This is an optimization exercise on Yosys and OpenROAD, whose aim is small area and a short achievable clock period, not a production implementation.
Function was checked by simulation only, so behaviour that the tests miss may differ from the original.
The clock port is modelled as an ideal driver; clocking choices that lean on that would not hold on a real chip.

==> flow/design.v, too long to show whole: its modules and the start of the top module <==
// module FA: 4 lines
// module HA: 4 lines
// module BSEL8: 3 lines
// module BSEL8P: 3 lines
// module PG0: 4 lines
// module BLKP: 4 lines
// module BLKN: 4 lines
// module GRYP: 3 lines
// module GRYN: 3 lines
// module Multiplier: 2587 lines
// module Times3: 523 lines
// module Multiplier_Wrapper: 55 lines
module Multiplier_Wrapper #(parameter N = 32, bits = N-1, prod = 2*bits+1)(
    input clk, rst,  
    input [bits:0] a_in, b_in,  
    output reg [prod:0] p  
    );
  // ...
==> flow/flow/run.sh <==
#!/bin/bash
# Layout flow: the standard ORFS flow (standard.sh, synthesis unchanged) with
#  - every synthesized cell first set to the smallest size of its family
#    (flow/downsize.tcl), so that the repair steps size up only what timing needs;
#  - port buffers of the smallest buffer cell (buf_1) instead of the default pick;
#  - repair_timing asked to leave 14 ns of setup slack. The clock period and all
#    constraints stay the design's own; the margin only makes the repair work harder.
# Each tool's output goes to a log file of its own in this folder.
set -euo pipefail
M=14
R=orfs/results/$FLOW_PLATFORM/Multiplier_Wrapper/base
bash standard.sh SETUP_SLACK_MARGIN=$M synth > synth.log 2>&1
RESULTS=$R LIB=$FLOW_HOME/platforms/$FLOW_PLATFORM/lib/sky130_fd_sc_hd__tt_025C_1v80.lib DONT_USE="" \
  openroad -no_init -exit flow/downsize.tcl > downsize.log 2>&1
bash standard.sh SETUP_SLACK_MARGIN=$M "BUFFER_PORTS_ARGS=-buffer_cell sky130_fd_sc_hd__buf_1" \
  "POST_CTS_TCL=$PWD/flow/skew.tcl" "SKEW_CHAIN=clkdlybuf4s25_1 clkbuf_8"  finish > finish.log 2>&1
==> flow/flow/downsize.tcl <==
# Set every cell to the smallest-area member of its drive-strength family
# (same cell function, e.g. a22oi_2 -> a22oi_1). The later repair steps of the
# flow size up whatever timing needs.
set results $::env(RESULTS)
read_liberty $::env(LIB)
read_db $results/1_synth.odb
set areas [dict create]
foreach lc [get_lib_cells *] {
  dict set areas [get_name $lc] [get_property $lc area]
}
set dont_use [list]
foreach p $::env(DONT_USE) { lappend dont_use $p }
set n 0
foreach inst [get_cells *] {
  set ref [get_property $inst ref_name]
  if { ![regexp {^(sky130_fd_sc_hd__[a-z0-9]+(?:_[a-z0-9]+)*?)_([0-9]+)$} $ref -> fam drv] } { continue }
  set best $ref
  set best_area [dict get $areas $ref]
  foreach cand [dict keys $areas "${fam}_*"] {
    if { ![regexp "^${fam}_\[0-9\]+\$" $cand] } { continue }
    if { [lsearch -exact $dont_use $cand] >= 0 } { continue }
    set a [dict get $areas $cand]
    if { $a < $best_area } { set best $cand; set best_area $a }
  }
  if { $best ne $ref } {
    replace_cell $inst $best
    incr n
  }
}
puts "downsized $n cells"
write_db $results/1_synth.odb
==> flow/flow/skew.tcl <==
set block [ord::get_db_block]
set db [ord::get_db]
set chain $::env(SKEW_CHAIN)
set groups [dict create]
foreach inst [$block getInsts] {
  if { ![regexp {^p\\?\[[0-9]+\\?\]} [$inst getName]] } { continue }
  set it [$inst findITerm CLK]
  if { $it eq "NULL" } { continue }
  set net [$it getNet]
  dict lappend groups [$net getName] $inst
}
set g 0
dict for {netname insts} $groups {
  set net [$block findNet $netname]
  set sx 0
  set sy 0
  foreach inst $insts {
    set bb [$inst getBBox]
    incr sx [expr { ([$bb xMin] + [$bb xMax]) / 2 }]
    incr sy [expr { ([$bb yMin] + [$bb yMax]) / 2 }]
  }
  set n [llength $insts]
  set x [expr { $sx / $n }]
  set y [expr { $sy / $n }]
  set cur $net
  set k 0
  foreach cell $chain {
    set master [$db findMaster sky130_fd_sc_hd__$cell]
    set buf [odb::dbInst_create $block $master "pskew_${g}_${k}"]
    set out [odb::dbNet_create $block "pskew_net_${g}_${k}"]
    $out setSigType CLOCK
    [$buf findITerm A] connect $cur
    [$buf findITerm X] connect $out
    $buf setLocation $x $y
    $buf setPlacementStatus PLACED
    set cur $out
    incr k
  }
  foreach inst $insts {
    set it [$inst findITerm CLK]
    $it disconnect
    $it connect $cur
  }
  puts "skew: leaf net $netname: $n p registers behind [llength $chain] buffers"
  incr g
}
detailed_placement
check_placement -verbose
==> flow/standard.sh <==
#!/bin/bash
# synth_recipe.tcl (not shown) runs the flow's synth.tcl, then flattens the netlist and writes it again
# the make line also repeats each setting of config.mk as NAME=value (left out here)
make -C /OpenROAD-flow-scripts/flow DESIGN_CONFIG=/design/flow/config.mk WORK_HOME=/design/flow/orfs CLKGATE_MAP_FILE= SYNTH_SCRIPT=/design/flow/synth_recipe.tcl "${@:-finish}"
==> flow/config.mk <==
export PLATFORM = sky130hd
export DESIGN_NAME = Multiplier_Wrapper
export DESIGN_NICKNAME = Multiplier_Wrapper
export VERILOG_FILES = /design/flow/design.v
export SDC_FILE = /design/flow/constraint.sdc
export NUM_CORES = 4
export LEC_CHECK = 0
export CAP_MARGIN = 20
export CORE_MARGIN = 2
export CORE_UTILIZATION = 40
export SLEW_MARGIN = 20
export SYNTH_HIERARCHICAL = 1
export SYNTH_MINIMUM_KEEP_SIZE = 0
==> flow/constraint.sdc <==
create_clock -name core_clock -period 19.5 [get_ports {clk}]
set_input_delay 3.9000 -clock core_clock [delete_from_list [all_inputs] [get_ports {clk}]]
set_output_delay 3.9000 -clock core_clock [all_outputs]
set_load 0.01 [all_outputs]
==> flow_summary.yaml, run 1 <==
worst_setup_path:
  cp-endpoint: "t[32]$_DFF_P_"
  critical_path_buf_inv_count: 1
  crit_chain: "buf_1 > ha_1 > a21oi_1 > o21ai_1 > a21oi_2 > o21ai_1 > a21oi_1 > xnor2_1"
  r2r_cells: 16
die:
  die_h_microns: 258.4
  tap_cells: 855
sta:
  skew_ps: 424.7
  slew_viol_final: 0
  min_period_ps: 5421
  relSlewSlack_pct: 29.34
  worst_pin_slew_ps: 1060
layout:
  final_area_sq_mm: 0.02953
  n_sequential_cell: 184
  utilization_pct: 45.97
  fin_cells: 3680
  seq_share_pct: 15.22
  drive_above_1_share_pct: 10.02
  regMostFlops: "p"
route:
  wl_per_cell_microns: 31.19
  drc: 0
  drt_pass1_iterations: 7
  ant_nets: 0
hold_path:
  hp-class: "register to register"
synth:
  synth.avg_cell_area_sq_um: 9.994
run_status:
  status: "complete, no violations"
cts:
  clk_pin_slew_ps: 80
  cts_num_sinks: 184
  tritoncts: "built"
global_route:
  grt_use_met1_pct: 43.50
  use_met3_pct: 13.37
==> run 2: changes to the inputs <==
--- a/flow/config.mk
+++ b/flow/config.mk
@@ -10,2 +10,3 @@
 export CORE_UTILIZATION = 40
+export PLACE_DENSITY = 0.72
 export SLEW_MARGIN = 20
==> flow_summary.yaml, run 2 <==
run_status:
  status: "complete, no violations"
sta:
  tns_ps: 0
  hold_viol_final: 0
  fmax_ghz: 0.1864
  skew_ps: 425.6
  worst_pin_slew_ps: 976.6
  min_period_ps: 5365
  relSlewSlack_pct: 34.89
  fin_crit_sh_pct: 27.51
  setup_viol: 0
  slew_viol_final: 0
  rsz0062_at_grt: "false"
global_route:
  gr-usage-all-layers_pct: 30.55
  grt_pass1_wl_microns: 156300
  antenna_found_initial: 3
  overflow: 0
  first_global_vias: 24980
  grt_max_degree: 67
cts:
  tritoncts: "built"
  clk_pin_slew_ps: 80
  insertion_delay_ps: 920
  cts_num_sinks: 184
layout:
  fin_cells: 3689
  area_growth_pct: 12.67
  final_cell_mix: "xnor2_1 (403), a22o_1 (302), a221oi_1 (292)"
  utilization_pct: 45.42
  fin_nets: 3340
  drive_above_1_share_pct: 7.730
  largest_reg_flops: 64
  final_area_sq_mm: 0.02917
  regMostFlops: "p"
  fillCellCount: 6232
  layout_commonest_cell: "xnor2_1"
  largestRegisters: "p: 64 flops, t: 34 flops, a: 32 flops"
flow_run:
  max-cap-violations: 0
worst_setup_path:
  worstSetupPathType: "primary input to register"
  crit_chain: "buf_1 > ha_1 > a21oi_1 > o21ai_0 > a21oi_1 > o21ai_0 > a21oi_1 > xnor2_1"
  crit_required_ps: 19870
  worstReg2RegStart: "t[8]$_DFF_P_"
  path_max_fanout: 4
  critPathLaunchType: "primary input"
  timing.rr.end: "p[61]$_DFFE_PN_"
  r2r_cells: 16
  cpPeakStageDelay_ps: 330
  crit_top_cell: "a21oi_1"
  crit_start: "a_in[16]"
  worstPathArrival_ps: 5730
  crit_family: "compound AO/OA/AOI/OAI gates"
  cp_slowest_cell: "ha_1"
  regToRegSetupSlack_ps: 14160
  worstSetupEndpointType: "register"
  critical_path_buf_inv_count: 1
hold_path:
  holdCritStartpoint: "s3[0]$_SDFF_PP0_"
  min_path_cells: 4
  hp-class: "register to register"
  whs_endpoint: "p[0]$_DFFE_PN_"
die:
  die_h_microns: 258.4
  core_sq_mm: 0.06423
  num_rows: 93
  initial_utilization_pct: 40.31
  die_w_microns: 258.4
  pin_count: 130
  design.die.area_sq_mm: 0.06679
route:
  wl_per_cell_microns: 28.24
  drt_pass1_iterations: 10
  ant_nets: 0
  drc: 0
  drt-total-wl_microns: 104200
  vias: 25410
  first_iter_violations: 4164
  vias_per_cell: 6.887
synth:
  synth.avg_cell_area_sq_um: 9.994
  synth_warnings: 7
  synth_area_sq_mm: 0.02589
  syn-instance-count: 2591
place:
  dp_hpwl_microns: 69250
  place_congestion: 1.011
  io_buffers: 129
  placed_cell_area_sq_mm: 0.02799
  dp_cells: 3633
[run 2: layout make-up, without the clock buffers]
type	count	area [sq um]	share of cell area, %
clock inverters	13	132.6	0.4546
well taps	855	1070	3.667
multi-input cells	2307	21420	73.42
repair buffers	211	1184	4.057
diodes	1	2.502	0.008577
inverters	84	315.3	1.081
plain buffers	16	190.2	0.6519
flip-flops and latches	184	4431	15.19
[run 2: worst min-delay path: stages, from the launching register on]
cell and delay [ps]:
dfxtp_1 310, buf_6 200, a22oi_1 220, xnor2_1 150, ha_1 180
[run 2: worst max-delay path by stage]
stage / end / slack, ps / depth (start not counted)
finish: t[26]$_DFF_P_ / 14140 / 8
global route: p[43]$_DFFE_PN_ / 14010 / 18
global placement: p[63]$_DFFE_PN_ / 13320 / 18
detailed placement: p[63]$_DFFE_PN_ / 13350 / 18
floorplan: p[63]$_DFFE_PN_ / 14020 / 15
[run 2: layer usage]
layer / global-route usage [%] / routed length (microns) / vias to the layer above / part of all wire (%)
met5: 1.140 / 141 / - / 0.14
li1: - / - / 10590 / -
met2: 45.01 / 43210 / 2229 / 41
met1: 38.69 / 39050 / 12080 / 37
met4: 12.97 / 5139 / 8 / 4.9
met3: 13.44 / 16630 / 494 / 16
[run 2: metrics by stage]
step,setup WS (ps),hold slack [ps]
final,14140,819.7
after global routing,14010,799.9
after detailed placement,13350,1177
after global placement,13320,1210
after floorplan,14020,1055
==> run 3: changes to the inputs <==
--- a/flow/flow/run.sh
+++ b/flow/flow/run.sh
@@ -5,3 +5,3 @@
 #  - port buffers of the smallest buffer cell (buf_1) instead of the default pick;
-#  - repair_timing asked to leave 14 ns of setup slack. The clock period and all
+#  - repair_timing asked to leave 13.8 ns of setup slack. The clock period and all
 #    constraints stay the design's own; the margin only makes the repair work harder.
@@ -9,3 +9,3 @@
 set -euo pipefail
-M=14
+M=13.8
 R=orfs/results/$FLOW_PLATFORM/Multiplier_Wrapper/base
--- a/flow/config.mk
+++ b/flow/config.mk
@@ -10,3 +10,2 @@
 export CORE_UTILIZATION = 40
-export PLACE_DENSITY = 0.72
 export SLEW_MARGIN = 20
==> flow_summary.yaml, run 3 <==
run_status:
  status: "complete, no violations"
die:
  pin_count: 130
  initial_utilization_pct: 40.31
  die_h_microns: 258.4
  design.die.area_sq_mm: 0.06679
  core_sq_mm: 0.06423
  die_w_microns: 258.4
  num_rows: 93
layout:
  layout_commonest_cell: "xnor2_1"
  diodes: 0
  area_growth_pct: 11.90
  fin_nets: 3328
  utilization_pct: 45.11
  final_cell_mix: "xnor2_1 (403), a22o_1 (302), a221oi_1 (297)"
  drive_above_1_share_pct: 7.335
  regMostFlops: "p"
  fin_cells: 3677
  largestRegisters: "p: 64 flops, t: 34 flops, a: 32 flops"
  largest_reg_flops: 64
worst_setup_path:
  worstPathArrival_ps: 6010
  cp_slowest_cell: "a21oi_1"
  crit_required_ps: 19880
  worstSetupEndpointType: "register"
  r2r_cells: 17
  critPathLaunchType: "primary input"
  regToRegSetupSlack_ps: 13930
  cpPeakStageDelay_ps: 390
  path_max_fanout: 4
  worstSetupPathType: "primary input to register"
  crit_chain: "buf_1 > ha_1 > a21oi_1 > o21ai_1 > a21oi_2 > o21ai_0 > xor2_1"
synth:
  synth.avg_cell_area_sq_um: 9.994
  synth_warnings: 7
  synth_area_sq_mm: 0.02589
  syn-instance-count: 2591
place:
  dp_cells: 3630
  dp_hpwl_microns: 76300
  place_congestion: 1.030
  io_buffers: 129
sta:
  rsz0062_at_grt: "false"
  worst_pin_slew_ps: 1045
  slew_viol_final: 0
  relSlewSlack_pct: 30.30
  fin_crit_sh_pct: 28.86
  min_period_ps: 5628
  skew_ps: 428.4
  fmax_ghz: 0.1777
  setup_viol: 0
  hold_viol_final: 0
  tns_ps: 0
hold_path:
  min_path_cells: 2
  hp-class: "register to register"
flow_run:
  max-cap-violations: 0
cts:
  tritoncts: "built"
  cts_num_sinks: 184
  insertion_delay_ps: 920
  clk_pin_slew_ps: 90
route:
  drt_pass1_iterations: 9
  first_iter_violations: 3712
  drc: 0
  drt-total-wl_microns: 111100
  vias_per_cell: 6.804
  vias: 25020
  wl_per_cell_microns: 30.22
  ant_nets: 0
global_route:
  grt_pass1_wl_microns: 165000
  antenna_found_initial: 0
  overflow: 0
  gr-usage-all-layers_pct: 32.77
  grt_max_degree: 71
  first_global_vias: 25110
[run 3: metrics by stage]
stage               hold slack [ps]  worst slack, ps  area (sq um)
finish                        832.7            13870         28970
global route                  836.6            13810         28970
detailed placement             1200            13040         27970
global placement               1208            13080         27970
floorplan                      1062            13990         25930
[run 3: cell type report, without the clock buffers]
| cell class | instances | area, sq um |
|---|---|---|
| fill | 6294 | 35260 |
| multi-input combinational | 2307 | 21370 |
| sequential | 184 | 4399 |
| tap | 855 | 1070 |
| timing repair buffer | 201 | 1041 |
| inverter | 84 | 315.3 |
| clock inverter | 14 | 176.4 |
| buffer | 14 | 166.4 |
[run 3: final timing paths]
kind	startpoint	end
worst max register to register	t[25]$_DFF_P_	p[37]$_DFFE_PN_
worst min-delay path	neg[0]$_SDFF_PP0_	p[0]$_DFFE_PN_
worst min register to register	neg[0]$_SDFF_PP0_	p[0]$_DFFE_PN_
worst max-delay path	a_in[2]	t[17]$_DFF_P_
[run 3: layer usage]
layer  vias up  track usage (%)  wire length [microns]  share of wire, %
met5         -           0.4986                     48             0.043
met4         2            14.39                   5699               5.1
met3       447            12.90                  15510                14
li1      10570                -                      -                 -
met1     12080            42.07                  43170                39
met2      1913            48.61                  46680                42
[run 3: critical path: cells and delay by family]
family / cells / cell delay, ps
fa+ha+maj: 1 / 310
compound gates: 4 / 1230
buf+inv: 1 / 200
xor+xnor: 1 / 360
==> run 4: changes to the inputs <==
--- a/flow/flow/run.sh
+++ b/flow/flow/run.sh
@@ -5,3 +5,3 @@
 #  - port buffers of the smallest buffer cell (buf_1) instead of the default pick;
-#  - repair_timing asked to leave 13.8 ns of setup slack. The clock period and all
+#  - repair_timing asked to leave 14.1 ns of setup slack. The clock period and all
 #    constraints stay the design's own; the margin only makes the repair work harder.
@@ -9,3 +9,3 @@
 set -euo pipefail
-M=13.8
+M=14.1
 R=orfs/results/$FLOW_PLATFORM/Multiplier_Wrapper/base
--- a/flow/config.mk
+++ b/flow/config.mk
@@ -10,2 +10,3 @@
 export CORE_UTILIZATION = 40
+export PLACE_DENSITY = 0.72
 export SLEW_MARGIN = 20
==> flow_summary.yaml, run 4 <==
route:
  vias_per_cell: 6.845
  drt-total-wl_microns: 105000
  wl_per_cell_microns: 28.48
  drt_pass1_iterations: 10
  first_iter_violations: 4143
  ant_nets: 0
  drc: 0
  vias: 25240
global_route:
  antenna_found_initial: 0
  gr-usage-all-layers_pct: 31.04
  grt_pass1_wl_microns: 157900
  grt_max_degree: 69
  overflow: 0
  first_global_vias: 24940
synth:
  synth.avg_cell_area_sq_um: 9.994
  synth_area_sq_mm: 0.02589
  synth_warnings: 7
  syn-instance-count: 2591
layout:
  fin_cells: 3687
  utilization_pct: 46.19
  regMostFlops: "p"
  fin_nets: 3338
  largest_reg_flops: 64
  layout_commonest_cell: "xnor2_1"
  drive_above_1_share_pct: 11.16
  area_growth_pct: 14.58
  final_area_sq_mm: 0.02967
  largestRegisters: "p: 64 flops, t: 34 flops, a: 32 flops"
  final_cell_mix: "xnor2_1 (400), a22o_1 (302), a221oi_1 (275), fa_1 (275), ha_1 (165)"
  diodes: 0
worst_setup_path:
  regToRegSetupSlack_ps: 14170
  critical_path_buf_inv_count: 1
  crit_required_ps: 15600
  r2r_cells: 16
  path_max_fanout: 1
  timing.rr.end: "p[57]$_DFFE_PN_"
  worstSetupPathType: "register to primary output"
  worstPathArrival_ps: 1530
  crit_chain: "clkbuf_2"
  crit_family: "flip-flops"
  critPathLaunchType: "register"
  cpPeakStageDelay_ps: 430
  worstSetupEndpointType: "primary output"
  cp_slowest_cell: "edfxtp_1"
  worstReg2RegStart: "t[4]$_DFF_P_"
place:
  io_buffers: 129
  dp_hpwl_microns: 70380
  placed_cell_area_sq_mm: 0.02794
  place_congestion: 0.9991
  dp_cells: 3626
  preCtsSetupSlack_ps: 13370
flow_run:
  max-cap-violations: 0
sta:
  fin_crit_sh_pct: 27.85
  fmax_ghz: 0.1841
  finalHoldWorstSlack_ps: 701.4
  skew_ps: 449.9
  min_period_ps: 5431
  hold_viol_final: 0
  relSlewSlack_pct: 27.50
  slew_viol_final: 0
  tns_ps: 0
  setup_viol: 0
  setup_slack_ps: 14070
  worst_pin_slew_ps: 1086
  rsz0062_at_grt: "true"
cts:
  cts_num_sinks: 184
  insertion_delay_ps: 950
  clk_pin_slew_ps: 80
  tritoncts: "built"
die:
  pin_count: 130
  num_rows: 93
  core_sq_mm: 0.06423
  initial_utilization_pct: 40.31
  die_w_microns: 258.4
  die_h_microns: 258.4
  design.die.area_sq_mm: 0.06679
run_status:
  status: "complete, no violations"
hold_path:
  holdCritStartpoint: "neg[0]$_SDFF_PP0_"
  min_path_cells: 2
  whs_endpoint: "p[0]$_DFFE_PN_"
  hp-class: "register to register"
[run 4: cell type report, without the clock buffers]
| cell class | count | area [sq um] |
|---|---|---|
| tap | 855 | 1070 |
| sequential | 184 | 4451 |
| buffer | 16 | 190.2 |
| clock inverter | 14 | 156.4 |
| multi-input combinational | 2307 | 21840 |
| inverter | 84 | 315.3 |
| timing repair buffer | 209 | 1219 |
| fill | 6184 | 34560 |
[run 4: worst max path at each step]
stage | from | end | slack, ps | cells past startpoint
floorplan | a_in[1] | t[33]$_DFF_P_ | 14110 | 8
global placement | t[29]$_DFF_P_ | p[41]$_DFFE_PN_ | 13290 | 17
detailed placement | s3[4]$_SDFF_PP0_ | p[41]$_DFFE_PN_ | 13370 | 17
global route | a_in[5] | t[31]$_DFF_P_ | 13980 | 8
finish | p[25]$_DFFE_PN_ | p[25] | 14070 | 1
[run 4: routing by layer]
layer  share of wire [%]  vias up  wire length (microns)  GRT usage [%]
li1                    -    10590                      -              -
met1                  38    12020                  39720          39.34
met2                  40     2097                  42420          44.36
met3                  17      531                  17470          15.82
met4                 5.1        4                   5315          12.68
met5               0.078        -                     82         0.6410

[re-timing with driven ports]
How much do the figures lean on ideal ports? The routed layouts below were timed once more, with nothing changed but the port constraints. Step 1, drivers: a clkbuf_16 drives clk and a buf_2 each remaining input, both assumed. Step 2, shift: input delay + t, output delay - t, t = (earliest + latest rising clock arrival at the registers) / 2. This alone moves slack from input paths to output paths. a / b / c = ideal ports / drivers / drivers and shift; a / b = the first two.
run | t, ns | slack for setup (ns) | hold slack, ns | latest minus earliest clock arrival (ns) | worst data-port slew with drivers (ns)
run 1 | 0.760 | 14.079 / 14.070 / 13.358 | 0.847 / 0.847 / 0.847 | 0.425 / 0.425 | 0.04
run 2 | 0.764 | 14.135 / 14.077 / 13.408 | 0.820 / 0.820 / 0.820 | 0.425 / 0.426 | 0.05
run 3 | 0.765 | 13.872 / 13.911 / 13.146 | 0.833 / 0.833 / 0.833 | 0.428 / 0.428 | 0.05
run 4 | 0.783 | 14.069 / 14.009 / 13.355 | 0.701 / 0.701 / 0.701 | 0.450 / 0.450 | 0.05
Clock arrivals are far apart in every run listed, so t is only a midpoint there and step 2 fits no single register. For run 2, which loses most, drivers alone change the setup slack by -0.058 ns; drivers and shift together by -0.727 ns.
